This is an optimization exercise on Yosys and OpenROAD, whose aim is small area, not a production implementation.
Only simulation tests tie the RTL to the original design; equivalence was not proved.
The clock port is modelled as an ideal driver; clocking choices that lean on that would not hold on a real chip.
No activity file was given, so power comes from the tool's default toggle rates.

Setup of 02-12:
## PWM_WRAPPER
module PWM_WRAPPER(
    input           clk,
    input           reset,
    input           chipselect,
    input           write,
    input           read,
    input   [2:0]   address,
    input   [31:0]  writedata,
    output  [31:0]  readdata,
    output          pwm_out
);
reg        enable;           
reg [31:1] control_hi;
reg [15:0] period_reg;
reg [15:0] duty_reg;
reg [15:0] div_reg;
reg        control_v, period_v, duty_v, div_v;
reg [31:0] data_reg;
reg [15:0] ct1;
reg [15:0] cnt1;
function ge16;
    input [15:0] a;
    input [15:0] b;
    integer i;
    reg g;
    begin
        g = 1'b1;
        for (i = 0; i < 16; i = i + 1)
            g = (a[i] ~^ b[i]) ? g : a[i];
        ge16 = g;
    end
endfunction
wire tick = ~div_v | ge16(ct1, div_reg);
wire adv = enable & tick;
wire wrap = ~period_v | ge16(cnt1, period_reg);
assign pwm_out = enable & duty_v & ge16(duty_reg, cnt1);
assign readdata = data_reg;
wire wr = chipselect & write;
wire rd = chipselect & read;
always @(posedge clk or posedge reset)
    if (reset) begin
        enable    <= 1'b0;
        control_v <= 1'b0;
        period_v  <= 1'b0;
        duty_v    <= 1'b0;
        div_v     <= 1'b0;
    end else if (wr) begin
        case (address)
            3'd0: begin enable <= writedata[0]; control_v <= 1'b1; end
            3'd2: period_v <= 1'b1;
            3'd3: duty_v   <= 1'b1;
            3'd4: div_v    <= 1'b1;
            default: ;
        endcase
    end
always @(posedge clk)
    if (wr) begin
  ...
Size: ~73 I/O pins, about 5800 um^2 of cells after synthesis.
Settings: LEC_CHECK=0, CAP_MARGIN=20, CORE_MARGIN=2, CORE_UTILIZATION=40, SLEW_MARGIN=20; clock period 6.0 ns.
standard.sh (not shown) runs the stock make flow with config.mk's settings and CLKGATE_MAP_FILE= SYNTH_SCRIPT=/design/flow/synth_recipe.tcl, a recipe that flattens the netlist after the stock synthesis.
==> flow/flow/run.sh <==
#!/bin/bash
# Standard layout with three changes:
#  - after the standard synthesis, its combinational logic is mapped again by
#    ABC for area (resyn.abc); every flip-flop cell keeps its name and type;
#  - the port buffers are the smallest buffer (buf_1);
#  - CTS uses clkbuf_8 only and inserts no dummy loads.
set -euo pipefail
export BUFFER_PORTS_ARGS="-buffer_cell sky130_fd_sc_hd__buf_1"
export CTS_ARGS="-sink_clustering_enable -repair_clock_nets -buf_list sky130_fd_sc_hd__clkbuf_8 -dont_use_dummy_load"

bash standard.sh synth > synth.log 2>&1

RES=orfs/results/$FLOW_PLATFORM/PWM_WRAPPER/base
LIB=$FLOW_HOME/platforms/$FLOW_PLATFORM/lib/sky130_fd_sc_hd__tt_025C_1v80.lib
cp $RES/1_2_yosys.v 1_2_yosys.standard.v
DONT_USE=""
for c in $(sed -n '/^export DONT_USE_CELLS/,/^$/p' $FLOW_HOME/platforms/$FLOW_PLATFORM/config.mk | grep -o 'sky130_fd_sc_hd__[a-z0-9_]*'); do
  DONT_USE="$DONT_USE -dont_use $c"
done
cat > resyn.ys <<EOS
read_liberty -ignore_miss_func $LIB
read_verilog 1_2_yosys.standard.v
hierarchy -top $FLOW_TOP
setattr -mod -set keep_hierarchy 1 sky130_fd_sc_hd__df* sky130_fd_sc_hd__edf* sky130_fd_sc_hd__sdf* sky130_fd_sc_hd__dl* sky130_fd_sc_hd__conb*
flatten
rename -hide $FLOW_TOP/w:*.*
opt_clean -purge
abc -liberty $LIB -script flow/resyn.abc $DONT_USE
opt_clean -purge
splitnets
opt_clean -purge
hilomap -singleton -hicell sky130_fd_sc_hd__conb_1 HI -locell sky130_fd_sc_hd__conb_1 LO
insbuf -buf sky130_fd_sc_hd__buf_4 A X
rename -hide $FLOW_TOP/w:_*
stat -liberty $LIB
select $FLOW_TOP
write_verilog -noattr -noexpr -nohex -nodec -selected 1_2_yosys.resyn.v
EOS
yosys -s resyn.ys > resyn.log 2>&1
cp 1_2_yosys.resyn.v $RES/1_2_yosys.v
rm -f $RES/1_synth.odb $RES/1_synth.sdc

bash standard.sh > finish.log 2>&1
==> flow/flow/resyn.abc <==
strash
&get -n
&deepsyn -T 20
&put
dch -f
map -a
Inputs modified between 02-12 and 02-04:
==> flow/flow/run.sh <==
#!/bin/bash
# Standard layout with two changes: the port buffers are the smallest buffer
# (buf_1 instead of the resizer's default pick), and CTS uses clkbuf_8 only
# and inserts no dummy loads.
set -euo pipefail
export BUFFER_PORTS_ARGS="-buffer_cell sky130_fd_sc_hd__buf_1"
export CTS_ARGS="-sink_clustering_enable -repair_clock_nets -buf_list sky130_fd_sc_hd__clkbuf_8 -dont_use_dummy_load"
bash standard.sh > standard.log 2>&1
removed: flow/flow/resyn.abc
Notes after the runs:
- The capture point of the worst path comes out pwm_out in one run and cnt1[14] in the other, namely in 02-04 and 02-12 respectively.
- Relative to 02-12, stage delay of the slowest cell on the critical path has increased by 0.05 ns in 02-04.
- Lower area of the die among 02-04 and 02-12: 02-12
- Between 02-12 and 02-04, the cell count went up.
- Against 02-12, area of all placed cells without fillers in 02-04 rose by a little under 10%.
- In the tables for 02-04 and 02-12, total power after layout reads lower with 02-12.
- In 02-04 the multi-input logic cell count turned out 35% higher than in 02-12.
- Number of signal-net inverters in the final layout: 02-04 and 02-12 compared, higher one is 02-12


PWM_WRAPPER, a different RTL version from the one above (not shown whole).
For scale: about 73 I/O pins.
## PWM_WRAPPER
module PWM_WRAPPER(
    input           clk,
    input           reset,
    input           chipselect,
    input           write,
    input           read,
    input   [2:0]   address,
    input   [31:0]  writedata,
    output  [31:0]  readdata,
    output          pwm_out
);
reg [31:0] control_reg;
reg [15:0] period_reg;
reg [15:0] duty_reg;
reg [15:0] div_reg;
reg        control_v, period_v, duty_v, div_v;
reg [31:0] data_reg;
reg [15:0] ct1_n;
reg [15:0] cnt1_n;
wire [15:0] ct1 = ~ct1_n;
wire [15:0] cnt1 = ~cnt1_n;
wire enable = control_v & control_reg[0];
function ge16;
    input [15:0] a;
    input [15:0] b;
    integer i;
    reg g;
    begin
        g = 1'b1;
        for (i = 0; i < 16; i = i + 1)
            g = (a[i] ~^ b[i]) ? g : a[i];
        ge16 = g;
    end
endfunction
wire tick = ~div_v | ge16(ct1, div_reg);
wire adv = enable & tick;
wire wrap = ~period_v | ge16(cnt1, period_reg);
assign pwm_out = enable & duty_v & ge16(duty_reg, cnt1);
assign readdata = data_reg;
wire wr = chipselect & write;
wire rd = chipselect & read;
always @(posedge clk or posedge reset)
    if (reset) begin
        control_v <= 1'b0;
        period_v  <= 1'b0;
        duty_v    <= 1'b0;
        div_v     <= 1'b0;
    end else if (wr) begin
        case (address)
            3'd0: control_v <= 1'b1;
            3'd2: period_v  <= 1'b1;
            3'd3: duty_v    <= 1'b1;
            3'd4: div_v     <= 1'b1;
            default: ;
        endcase
    end
always @(posedge clk)
    if (wr) begin
        case (address)
            3'd0: control_reg <= writedata;
            3'd2: period_reg  <= writedata[15:0];
            3'd3: duty_reg    <= writedata[15:0];
            3'd4: div_reg     <= writedata[15:0];
            default: ;
        endcase
    end
always @(posedge clk or posedge reset)
  ...
==> flow/config.mk <==
export PLATFORM = sky130hd
export DESIGN_NAME = PWM_WRAPPER
export DESIGN_NICKNAME = PWM_WRAPPER
export VERILOG_FILES = /design/flow/design.v
export SDC_FILE = /design/flow/constraint.sdc
export NUM_CORES = 4
export LEC_CHECK = 0
export CAP_MARGIN = 20
export CORE_MARGIN = 2
export CORE_UTILIZATION = 40
export SLEW_MARGIN = 20
==> flow/constraint.sdc <==
create_clock -name core_clock -period 6.0 [get_ports {clk}]
set_input_delay 1.2000 -clock core_clock [delete_from_list [all_inputs] [get_ports {clk}]]
set_output_delay 1.2000 -clock core_clock [all_outputs]
set_load 0.01 [all_outputs]
==> flow/flow/run.sh <==
#!/bin/bash
# Standard layout with these changes:
#  - after the standard synthesis, its combinational logic is mapped again by
#    ABC for area (resyn.abc, run with four random seeds; the smallest result
#    is kept); every flip-flop cell keeps its name and type;
#  - the port buffers are the smallest buffer (buf_1);
#  - CTS builds the tree from clkbuf_4 without dummy loads, then post_cts.tcl
#    upsizes to clkbuf_8 the clock buffers whose flip-flop clock pins have the
#    slowest slew.
set -euo pipefail
export BUFFER_PORTS_ARGS="-buffer_cell sky130_fd_sc_hd__buf_1"
export CTS_ARGS="-sink_clustering_enable -repair_clock_nets -buf_list sky130_fd_sc_hd__clkbuf_4 -dont_use_dummy_load"
export POST_CTS_TCL=$PWD/flow/post_cts.tcl

bash standard.sh synth > synth.log 2>&1

RES=orfs/results/$FLOW_PLATFORM/PWM_WRAPPER/base
LIB=$FLOW_HOME/platforms/$FLOW_PLATFORM/lib/sky130_fd_sc_hd__tt_025C_1v80.lib
YOSYS=yosys
cp $RES/1_2_yosys.v 1_2_yosys.standard.v
DONT_USE=""
for c in $(sed -n '/^export DONT_USE_CELLS/,/^$/p' $FLOW_HOME/platforms/$FLOW_PLATFORM/config.mk | grep -o 'sky130_fd_sc_hd__[a-z0-9_]*'); do
  DONT_USE="$DONT_USE -dont_use $c"
done
for S in 1 2 3 4; do
  sed "s/&deepsyn -T 60/\&deepsyn -T 60 -S $S/" flow/resyn.abc > resyn_$S.abc
  cat > resyn_$S.ys <<EOS
read_liberty -ignore_miss_func $LIB
read_verilog 1_2_yosys.standard.v
hierarchy -top $FLOW_TOP
setattr -mod -set keep_hierarchy 1 sky130_fd_sc_hd__df* sky130_fd_sc_hd__edf* sky130_fd_sc_hd__sdf* sky130_fd_sc_hd__dl* sky130_fd_sc_hd__conb*
flatten
rename -hide $FLOW_TOP/w:*.*
opt_clean -purge
abc -liberty $LIB -script resyn_$S.abc $DONT_USE
opt_clean -purge
splitnets
opt_clean -purge
hilomap -singleton -hicell sky130_fd_sc_hd__conb_1 HI -locell sky130_fd_sc_hd__conb_1 LO
insbuf -buf sky130_fd_sc_hd__buf_4 A X
rename -hide $FLOW_TOP/w:_*
stat -liberty $LIB
select $FLOW_TOP
write_verilog -noattr -noexpr -nohex -nodec -selected 1_2_yosys.resyn_$S.v
EOS
  $YOSYS -s resyn_$S.ys > resyn_$S.log 2>&1 &
done
wait
best=""; best_area=""
for S in 1 2 3 4; do
  a=$(grep "Chip area for top module" resyn_$S.log | awk '{print $NF}' || true)
  echo "seed $S: area $a" >> resyn_pick.log
  if [[ -n "$a" && -s 1_2_yosys.resyn_$S.v ]]; then
    if [[ -z "$best" ]] || awk -v a="$a" -v b="$best_area" 'BEGIN{exit !(a < b)}'; then best=$S; best_area=$a; fi
  fi
done
echo "picked seed $best ($best_area)" >> resyn_pick.log
if [[ -n "$best" ]]; then
  cp 1_2_yosys.resyn_$best.v $RES/1_2_yosys.v
  rm -f $RES/1_synth.odb $RES/1_synth.sdc
fi

bash standard.sh > finish.log 2>&1
==> flow/flow/post_cts.tcl <==
# Upsize the clock buffers whose flip-flop clock pins see the slowest slew.
estimate_parasitics -placement
set limit 0.110
for {set pass 0} {$pass < 3} {incr pass} {
  set bufs {}
  foreach inst [get_cells *] {
    if {[string match "*__df*" [get_property $inst ref_name]] || [string match "*__edf*" [get_property $inst ref_name]]} {
      set pin [get_pins [get_full_name $inst]/CLK]
      if {[get_property $pin slew_max] > $limit} {
        set net [get_nets -of_objects $pin]
        foreach drv [get_pins -of_objects $net -filter "direction==output"] {
          set c [get_cells -of_objects $drv]
          if {[get_property $c ref_name] eq "sky130_fd_sc_hd__clkbuf_4"} { lappend bufs [get_full_name $c] }
        }
      }
    }
  }
  set bufs [lsort -unique $bufs]
  puts "post_cts pass $pass: upsizing [llength $bufs] clock buffers"
  if {[llength $bufs] == 0} { break }
  foreach b $bufs { replace_cell [get_cells $b] [get_lib_cells sky130_fd_sc_hd__clkbuf_8] }
  detailed_placement
  estimate_parasitics -placement
}
Other scripts of this flow, unchanged in this note and not shown: flow/flow/resyn.abc
Next try:
--- a/flow/flow/run.sh
+++ b/flow/flow/run.sh
@@ -4,2 +4,2 @@
-#    ABC for area (resyn.abc, run with four random seeds; the smallest result
-#    is kept); every flip-flop cell keeps its name and type;
+#    ABC for area (resyn.abc and resyn2.abc, each run with four random seeds;
+#    the smallest result is kept); every flip-flop cell keeps its name and type;
@@ -25,2 +25,3 @@
-for S in 1 2 3 4; do
-  sed "s/&deepsyn -T 60/\&deepsyn -T 60 -S $S/" flow/resyn.abc > resyn_$S.abc
+run_one() {
+  S=$1
+  sed "s/&deepsyn -T 60/\&deepsyn -T 60 -S ${S#*_}/" flow/resyn${S%_*}.abc > resyn_$S.abc
@@ -46,2 +47,6 @@
-  $YOSYS -s resyn_$S.ys > resyn_$S.log 2>&1 &
-done
+  $YOSYS -s resyn_$S.ys > resyn_$S.log 2>&1
+}
+CANDS="_1 _2 _3 _4 2_1 2_2 2_3 2_4"
+for S in _1 _2 _3 _4; do run_one $S & done
+wait
+for S in 2_1 2_2 2_3 2_4; do run_one $S & done
@@ -50 +55 @@
-for S in 1 2 3 4; do
+for S in $CANDS; do
@@ -52 +57 @@
-  echo "seed $S: area $a" >> resyn_pick.log
+  echo "candidate $S: area $a" >> resyn_pick.log
@@ -57 +62 @@
-echo "picked seed $best ($best_area)" >> resyn_pick.log
+echo "picked candidate $best ($best_area)" >> resyn_pick.log
--- a/flow/flow/post_cts.tcl
+++ b/flow/flow/post_cts.tcl
@@ -3 +3 @@
-set limit 0.110
+set limit 0.120
==> flow/flow/resyn2.abc (new file) <==
strash
&get -n
&deepsyn -T 60
&dch -f
&nf -a -R 1000
&put
strash
&get -n
&dch -f
&nf -a -R 1000
&put
Sequential share of layout area rose by 0.41 points.
Area after synthesis goes down slightly.
Combinational power fell by a few percent.
Setup slack gains 0.26 ns.
Clock skew shrinks by 0.0042 ns.
Global-route usage drops by 0.28 points.
Synthesized cell count fell slightly.
Wire length goes down slightly.
Next try:
--- a/flow/flow/run.sh
+++ b/flow/flow/run.sh
@@ -4,2 +4,2 @@
-#    ABC for area (resyn.abc and resyn2.abc, each run with four random seeds;
-#    the smallest result is kept); every flip-flop cell keeps its name and type;
+#    ABC for area (resyn.abc, run with four random seeds; the smallest result
+#    is kept); every flip-flop cell keeps its name and type;
@@ -25,3 +25,2 @@
-run_one() {
-  S=$1
-  sed "s/&deepsyn -T 60/\&deepsyn -T 60 -S ${S#*_}/" flow/resyn${S%_*}.abc > resyn_$S.abc
+for S in 1 2 3 4; do
+  sed "s/&deepsyn -T 60/\&deepsyn -T 60 -S $S/" flow/resyn.abc > resyn_$S.abc
@@ -47,6 +46,2 @@
-  $YOSYS -s resyn_$S.ys > resyn_$S.log 2>&1
-}
-CANDS="_1 _2 _3 _4 2_1 2_2 2_3 2_4"
-for S in _1 _2 _3 _4; do run_one $S & done
-wait
-for S in 2_1 2_2 2_3 2_4; do run_one $S & done
+  $YOSYS -s resyn_$S.ys > resyn_$S.log 2>&1 &
+done
@@ -55 +50 @@
-for S in $CANDS; do
+for S in 1 2 3 4; do
@@ -57 +52 @@
-  echo "candidate $S: area $a" >> resyn_pick.log
+  echo "seed $S: area $a" >> resyn_pick.log
@@ -62 +57 @@
-echo "picked candidate $best ($best_area)" >> resyn_pick.log
+echo "picked seed $best ($best_area)" >> resyn_pick.log
removed: flow/flow/resyn2.abc
Synthesized area grows slightly.
Wire length is higher slightly.
Clock skew is higher by 0.0045 ns.
Next try:
--- a/flow/flow/post_cts.tcl
+++ b/flow/flow/post_cts.tcl
@@ -3 +3 @@
-set limit 0.120
+set limit 0.110
CAP_MARGIN = 0   (was 20)
CORE_UTILIZATION = 60   (was 40)
GPL_TIMING_DRIVEN = 0   (was unset)
SLEW_MARGIN = 0   (was 20)
After rerunning: Core utilization went up by 23 points; non-clock buffer count went down by 2; count of clock-buffer cells in the layout does not change; global-route usage went up by 7.2 points; clock skew went down by 0.0040 ns.


north:
Another version of the RTL of PWM_WRAPPER (not shown whole).
For scale: ~73 I/O pins, roughly 5600 um^2 of cells after synthesis.
==> flow/design.v (excerpt) <==
module PWM_WRAPPER(
    input           clk,
    input           reset,
    input           chipselect,
    input           write,
    input           read,
    input   [2:0]   address,
    input   [31:0]  writedata,
    output  [31:0]  readdata,
    output          pwm_out
);
==> flow/config.mk <==
export PLATFORM = sky130hd
export DESIGN_NAME = PWM_WRAPPER
export DESIGN_NICKNAME = PWM_WRAPPER
export VERILOG_FILES = /design/flow/design.v
export SDC_FILE = /design/flow/constraint.sdc
export NUM_CORES = 4
export LEC_CHECK = 0
export CAP_MARGIN = 20
export CORE_MARGIN = 2
export CORE_UTILIZATION = 40
export SLEW_MARGIN = 20
==> flow/constraint.sdc <==
create_clock -name core_clock -period 6.0 [get_ports {clk}]
set_input_delay 1.2000 -clock core_clock [delete_from_list [all_inputs] [get_ports {clk}]]
set_output_delay 1.2000 -clock core_clock [all_outputs]
set_load 0.01 [all_outputs]
==> flow/flow/run.sh <==
#!/bin/bash
# Standard layout with three changes:
#  - after the standard synthesis, its combinational logic is mapped again by
#    ABC for area (resyn.abc); every flip-flop cell keeps its name and type;
#  - the port buffers are the smallest buffer (buf_1);
#  - CTS uses clkbuf_8 only and inserts no dummy loads.
set -euo pipefail
export BUFFER_PORTS_ARGS="-buffer_cell sky130_fd_sc_hd__buf_1"
export CTS_ARGS="-sink_clustering_enable -repair_clock_nets -buf_list sky130_fd_sc_hd__clkbuf_8 -dont_use_dummy_load"

bash standard.sh synth > synth.log 2>&1

RES=orfs/results/$FLOW_PLATFORM/PWM_WRAPPER/base
LIB=$FLOW_HOME/platforms/$FLOW_PLATFORM/lib/sky130_fd_sc_hd__tt_025C_1v80.lib
cp $RES/1_2_yosys.v 1_2_yosys.standard.v
DONT_USE=""
for c in $(sed -n '/^export DONT_USE_CELLS/,/^$/p' $FLOW_HOME/platforms/$FLOW_PLATFORM/config.mk | grep -o 'sky130_fd_sc_hd__[a-z0-9_]*'); do
  DONT_USE="$DONT_USE -dont_use $c"
done
cat > resyn.ys <<EOS
read_liberty -ignore_miss_func $LIB
read_verilog 1_2_yosys.standard.v
hierarchy -top $FLOW_TOP
setattr -mod -set keep_hierarchy 1 sky130_fd_sc_hd__df* sky130_fd_sc_hd__edf* sky130_fd_sc_hd__sdf* sky130_fd_sc_hd__dl* sky130_fd_sc_hd__conb*
flatten
rename -hide $FLOW_TOP/w:*.*
opt_clean -purge
abc -liberty $LIB -script flow/resyn.abc $DONT_USE
opt_clean -purge
splitnets
opt_clean -purge
hilomap -singleton -hicell sky130_fd_sc_hd__conb_1 HI -locell sky130_fd_sc_hd__conb_1 LO
insbuf -buf sky130_fd_sc_hd__buf_4 A X
rename -hide $FLOW_TOP/w:_*
stat -liberty $LIB
select $FLOW_TOP
write_verilog -noattr -noexpr -nohex -nodec -selected 1_2_yosys.resyn.v
EOS
yosys -s resyn.ys > resyn.log 2>&1
cp 1_2_yosys.resyn.v $RES/1_2_yosys.v
rm -f $RES/1_synth.odb $RES/1_synth.sdc

bash standard.sh > finish.log 2>&1
==> flow/flow/resyn.abc <==
strash
&get -n
&deepsyn -T 60
&put
dch -f
&get -n
&nf -a -R 1000
&put
The following lists how west was set up differently from north:
- changing CAP_MARGIN from 20 to 0
- changing SLEW_MARGIN from 20 to 0
diff --git a/flow/flow/run.sh b/flow/flow/run.sh
--- a/flow/flow/run.sh
+++ b/flow/flow/run.sh
@@ -8,3 +8,3 @@
 export BUFFER_PORTS_ARGS="-buffer_cell sky130_fd_sc_hd__buf_1"
-export CTS_ARGS="-sink_clustering_enable -repair_clock_nets -buf_list sky130_fd_sc_hd__clkbuf_8 -dont_use_dummy_load"
+export CTS_ARGS="-sink_clustering_enable -repair_clock_nets -buf_list {sky130_fd_sc_hd__clkbuf_4 sky130_fd_sc_hd__clkbuf_8} -sink_clustering_max_diameter 40 -dont_use_dummy_load"
 
[summary]
Part of the power in combinational logic delta (west -> north): insignificant. Post-layout instance area: north vs west, no meaningful difference. Between west and north, the largest stage delay on the critical path does not differ in any meaningful way. From north to west, starting density of the core did not move at all. As far as residual antenna-violating net count after detailed routing goes, north and west are indistinguishable; the numbers are identical. Reported for north and west, setup slack turned out identical to the last digit. Diff west..north | total power consumption of the routed design | unchanged. Diff north..west | synthesized cell count | negligible.

[what the ideal ports hide]
The flow's constraints put no driver on any port. The routed layouts listed below were extracted and timed again, unchanged, in two steps.
Step 1: set_driving_cell puts a clkbuf_16 on clk and a buf_2 on each other input, an assumption about the parent block.
Step 2, shift: input delay + t, output delay - t, t = (earliest + latest rising clock arrival at the registers) / 2. This alone moves slack from input paths to output paths.
a / b / c = ideal ports / drivers / drivers and shift; a / b = the first two.
run | t (ns) | setup slack, ns | worst setup path after step 2 | worst register clock-pin slew, ns
02-12 | 0.465 | 1.044 / 1.044 / 1.044 | register to register | 0.08 / 0.08
02-04 | 0.477 | 2.180 / 2.143 / 2.621 | register to output | 0.07 / 0.07
the first run of note 2 | 0.567 | 1.341 / 1.341 / 1.341 | register to register | 0.10 / 0.10
the second run of note 2 | 0.565 | 1.606 / 1.573 / 1.702 | register to register | 0.11 / 0.11
the third run of note 2 | 0.552 | 1.318 / 1.318 / 1.318 | register to register | 0.11 / 0.11
the fourth run of note 2 | 0.538 | 0.899 / 0.899 / 0.899 | register to register | 0.10 / 0.10
north | 0.451 | 1.205 / 1.205 / 1.205 | register to register | 0.08 / 0.08
west | 0.451 | 1.205 / 1.205 / 1.205 | register to register | 0.08 / 0.08
After both steps setup and hold are still met in every run listed.
